Source: an optimization exercise on an open RTL-to-GDS flow (aim: small area and a short achievable clock period). Production flows keep margins and buffers that such runs may drop. The RTL was checked by simulation tests, not by an equivalence proof against the original design. Power figures rest on the tool's default switching activity, not on a simulated workload.

==> inputs of 09-01 <==
==> flow/design.v <==
module synchronous_fifo#(parameter FIFO_WIDTH = 32, NO_OF_ELEMENTS = 32, FIFO_DEPTH = $clog2(NO_OF_ELEMENTS))
(	input clk, resetn, w_en, r_en,
	input [FIFO_WIDTH-1:0] d_in,
	output [FIFO_WIDTH-1:0] d_out,
	output full, empty
	);
	localparam N = NO_OF_ELEMENTS;
	reg [FIFO_WIDTH-1:0] d_out_reg;
	reg [FIFO_WIDTH-1:0] mem [N-1:0];
	reg [3:0] w_lo;                  
	reg [N/4-1:0] w_hi;              
	reg [N-1:0] r_sel;               
	reg [FIFO_DEPTH-1:0] count;      
	reg nfull_i, empty_i;            
	reg full_o, nempty_o;            
	wire wr = w_en & nfull_i;
	wire rd = r_en & ~empty_i;
	wire one_left = (count == 1);
	wire one_free = (count == N-1);
	reg [FIFO_WIDTH-1:0] rdata;
	integer k;
	always @(*) begin
		rdata = 0;
		for (k = 0; k < N; k = k + 1)
			rdata = rdata | (mem[k] & {FIFO_WIDTH{r_sel[k]}});
	end
	genvar i;
	generate
		for (i = 0; i < N; i = i + 1) begin : g_word
			always @(posedge clk)
				if (wr & w_lo[i % 4] & w_hi[i / 4])
					mem[i] <= d_in;
		end
	endgenerate
	always @(posedge clk or negedge resetn) begin
		if (~resetn) begin
			w_lo <= 1;
			w_hi <= 1;
			r_sel <= 1;
			count <= 0;
			nfull_i <= 1'b1;
			empty_i <= 1'b1;
			full_o <= 1'b0;
			nempty_o <= 1'b0;
			d_out_reg <= 0;
		end else begin
			if (wr) begin
				w_lo <= {w_lo[2:0], w_lo[3]};
				if (w_lo[3])
					w_hi <= {w_hi[N/4-2:0], w_hi[N/4-1]};
			end
			if (rd) begin
				r_sel <= {r_sel[N-2:0], r_sel[N-1]};
				d_out_reg <= rdata;
			end
			if (wr & ~rd) begin
				count <= count + 1'b1;
				empty_i <= 1'b0;
				nempty_o <= 1'b1;
				nfull_i <= ~one_free;
				full_o <= one_free;
			end else if (rd & ~wr) begin
				count <= count - 1'b1;
				nfull_i <= 1'b1;
				full_o <= 1'b0;
				empty_i <= one_left;
				nempty_o <= ~one_left;
			end
		end
	end
	assign d_out = d_out_reg;
	assign full = full_o;
	assign empty = ~nempty_o;
endmodule
==> flow/run.sh <==
#!/bin/bash
# synth_recipe.tcl (not shown) runs the flow's synth.tcl, then flattens the netlist and writes it again
# the make line also repeats each setting of config.mk as NAME=value (left out here)
make -C /OpenROAD-flow-scripts/flow DESIGN_CONFIG=/design/flow/config.mk WORK_HOME=/design/flow/orfs CLKGATE_MAP_FILE= SYNTH_SCRIPT=/design/flow/synth_recipe.tcl finish
==> flow/config.mk <==
export PLATFORM = sky130hd
export DESIGN_NAME = synchronous_fifo
export DESIGN_NICKNAME = synchronous_fifo
export VERILOG_FILES = /design/flow/design.v
export SDC_FILE = /design/flow/constraint.sdc
export NUM_CORES = 4
export LEC_CHECK = 0
export CAP_MARGIN = 20
export CORE_MARGIN = 2
export CORE_UTILIZATION = 70
export SETUP_SLACK_MARGIN = 1.3
export SLEW_MARGIN = 20
==> flow/constraint.sdc <==
create_clock -name core_clock -period 3.3 [get_ports {clk}]
set_input_delay 0.6600 -clock core_clock [delete_from_list [all_inputs] [get_ports {clk}]]
set_output_delay 0.6600 -clock core_clock [all_outputs]
set_load 0.01 [all_outputs]
==> 07-02 (differences from 09-01) <==
CORE_UTILIZATION = 50   (was 70)
SETUP_SLACK_MARGIN = 1.5   (was 1.3)
==> 06-10 (differences from 09-01) <==
CTS_BUF_LIST = sky130_fd_sc_hd__clkbuf_8   (was default)
SETUP_SLACK_MARGIN = 1.4   (was 1.3)
==> run notes <==
| quantity | 07-02 | 06-10 | 09-01 |
|---|---|---|---|
| Total Wirelength | 148.0 mm | 123.0 mm | 118.7 mm |
| Number of DRC markers after the initial detailed-route iteration | 4784 | 4747 | 3996 |
| FF-to-FF setup slack | 1.45 ns | 1.39 ns | 1.31 ns |
| Wire length per cell | 39.65 µm | 36.43 µm | 37.05 µm |
| Met3 Use GR | 8.166% | 11.41% | 10.88% |
| Leak pwr | 0.01638 µW | 0.01541 µW | 0.01482 µW |
| Clock power share | 43.3% | 38.9% | 42.4% |
| Number of inserted filler cells in the final layout | 5629 | 2885 | 2856 |
| CP Data Arrival Time | 1.31 ns | 1.42 ns | 2.50 ns |
| Switching part of the total | 20.53% | 21.42% | 20.13% |
| Critical R2R Launch | r_sel[18] | nfull_i | r_sel[12] |
| Number of hold buffers added after CTS | 1 | 1 | 0 |
| Result of the run | finished clean | finished clean | finished clean |
| Number of well taps | 1050 | 756 | 756 |
| Sequential group share of total power | 53.6% | 58.2% | 55.1% |
| Post CTS Setup Buffer Count | 157 | 32 | 4 |
| Total number of H-tree levels | 3 | 4 | 3 |
| Hold WS | 0.4357 ns | 0.3554 ns | 0.08169 ns |
| Sort of element at the end of the critical path | output pin | output pin | flip-flop |
| Highest cell delay on the worst timing path | 0.48 ns | 0.46 ns | 0.73 ns |

========
==> inputs of v6 <==
RTL: the design.v shown in full above, as it stands there.
==> flow/config.mk <==
export PLATFORM = sky130hd
export DESIGN_NAME = synchronous_fifo
export DESIGN_NICKNAME = synchronous_fifo
export VERILOG_FILES = /design/flow/design.v
export SDC_FILE = /design/flow/constraint.sdc
export NUM_CORES = 4
export LEC_CHECK = 0
export CAP_MARGIN = 20
export CORE_MARGIN = 2
export CORE_UTILIZATION = 70
export SETUP_SLACK_MARGIN = 1.4
export SLEW_MARGIN = 20
==> flow/constraint.sdc <==
create_clock -name core_clock -period 3.3 [get_ports {clk}]
set_input_delay 0.6600 -clock core_clock [delete_from_list [all_inputs] [get_ports {clk}]]
set_output_delay 0.6600 -clock core_clock [all_outputs]
set_load 0.01 [all_outputs]
standard.sh (not shown) runs the stock make flow with config.mk's settings and CLKGATE_MAP_FILE= SYNTH_SCRIPT=/design/flow/synth_recipe.tcl, a recipe that flattens the netlist after the stock synthesis.
==> flow/flow/run.sh <==
#!/bin/bash
set -e
cp standard.sh standard.sh.txt
export CTS_ARGS="-sink_clustering_enable -repair_clock_nets -dont_use_dummy_load"
bash standard.sh > standard.log 2>&1
==> inputs of v32, as changes to v6 <==
==> flow/run.sh (new file) <==
#!/bin/bash
# synth_recipe.tcl (not shown) runs the flow's synth.tcl, then flattens the netlist and writes it again
# the make line also repeats each setting of config.mk as NAME=value (left out here)
make -C /OpenROAD-flow-scripts/flow DESIGN_CONFIG=/design/flow/config.mk WORK_HOME=/design/flow/orfs CLKGATE_MAP_FILE= SYNTH_SCRIPT=/design/flow/synth_recipe.tcl finish
removed: flow/flow/run.sh
removed: flow/standard.sh
==> notes <==
- Between v6 and v32, the lower fmax is in v32 (gap 1.8%, measured against v32).
- Die area is the same in v6 and v32.
- Of v6 and v32, v6 has the higher via count (gap about 0.22%, measured against v32).
- In v32 the global-route usage is higher than in v6, by 0.54 points.
- In synthesized cell count, v32 and v6 do not differ.
- Between v32 and v6, the lower setup slack is in v32 (gap 0.034 ns).
==> figures <==
	v32	v6
Worst EP required	3.81 ns	2.64 ns
Initial DRC count	4677	4437
Multi-input combinational area share	0.138	0.140
FF-to-FF Start	r_sel[25]$_DFFE_PN0P_	nfull_i$_DFFE_PN1P_
Longest individual stage delay on the worst path	0.64 ns	0.45 ns
Number of buffers added for setup after CTS	24	22
Share of the core filled with cells in the final layout	0.812	0.798
Met3 Use GR	0.114	0.113
Total length of routed met3 wires	19.6 mm	20.8 mm
Count of cell instances traversed by the critical path	5	1
Status	finished clean	finished clean
Area fraction of clock buffers and clock inverters	0.0749	0.0580
Switching Share	0.202	0.196
Worst Clk Skew	0.0280 ns	0.0426 ns

-- port drivers added, routing unchanged --
In the flow no input, the clock included, has a driving cell. The finished layouts below were timed again as built, in two steps.
Step 1: set_driving_cell puts a clkbuf_16 on clk and a buf_2 on each other input, an assumption about the parent block.
Step 2 times the ports against the registers' clock, not the clock port: input delays grow and output delays shrink by t, the midpoint of the rising clock arrivals with the driver on.
Slacks: ideal / step 1 / step 2; pairs: ideal / step 1.
run	t, ns	slack for setup (ns)	worst hold slack (ns)	worst register clock-pin slew, ns
09-01	0.724	1.305 / 1.258 / 0.658	0.082 / 0.045 / 0.484	0.07 / 0.07
07-02	0.742	1.326 / 1.257 / 0.857	0.436 / 0.386 / 0.491	0.06 / 0.06
06-10	0.878	1.218 / 1.159 / 0.689	0.355 / 0.315 / 0.477	0.07 / 0.07
v6	0.703	1.394 / 1.334 / 0.732	0.120 / 0.085 / 0.484	0.06 / 0.06
v32	0.724	1.361 / 1.301 / 0.726	0.082 / 0.045 / 0.484	0.07 / 0.07
After both steps setup and hold are still met in every run listed. The setup slack of v6, which loses most, moves by -0.060 ns with the drivers and by -0.662 ns with both steps.
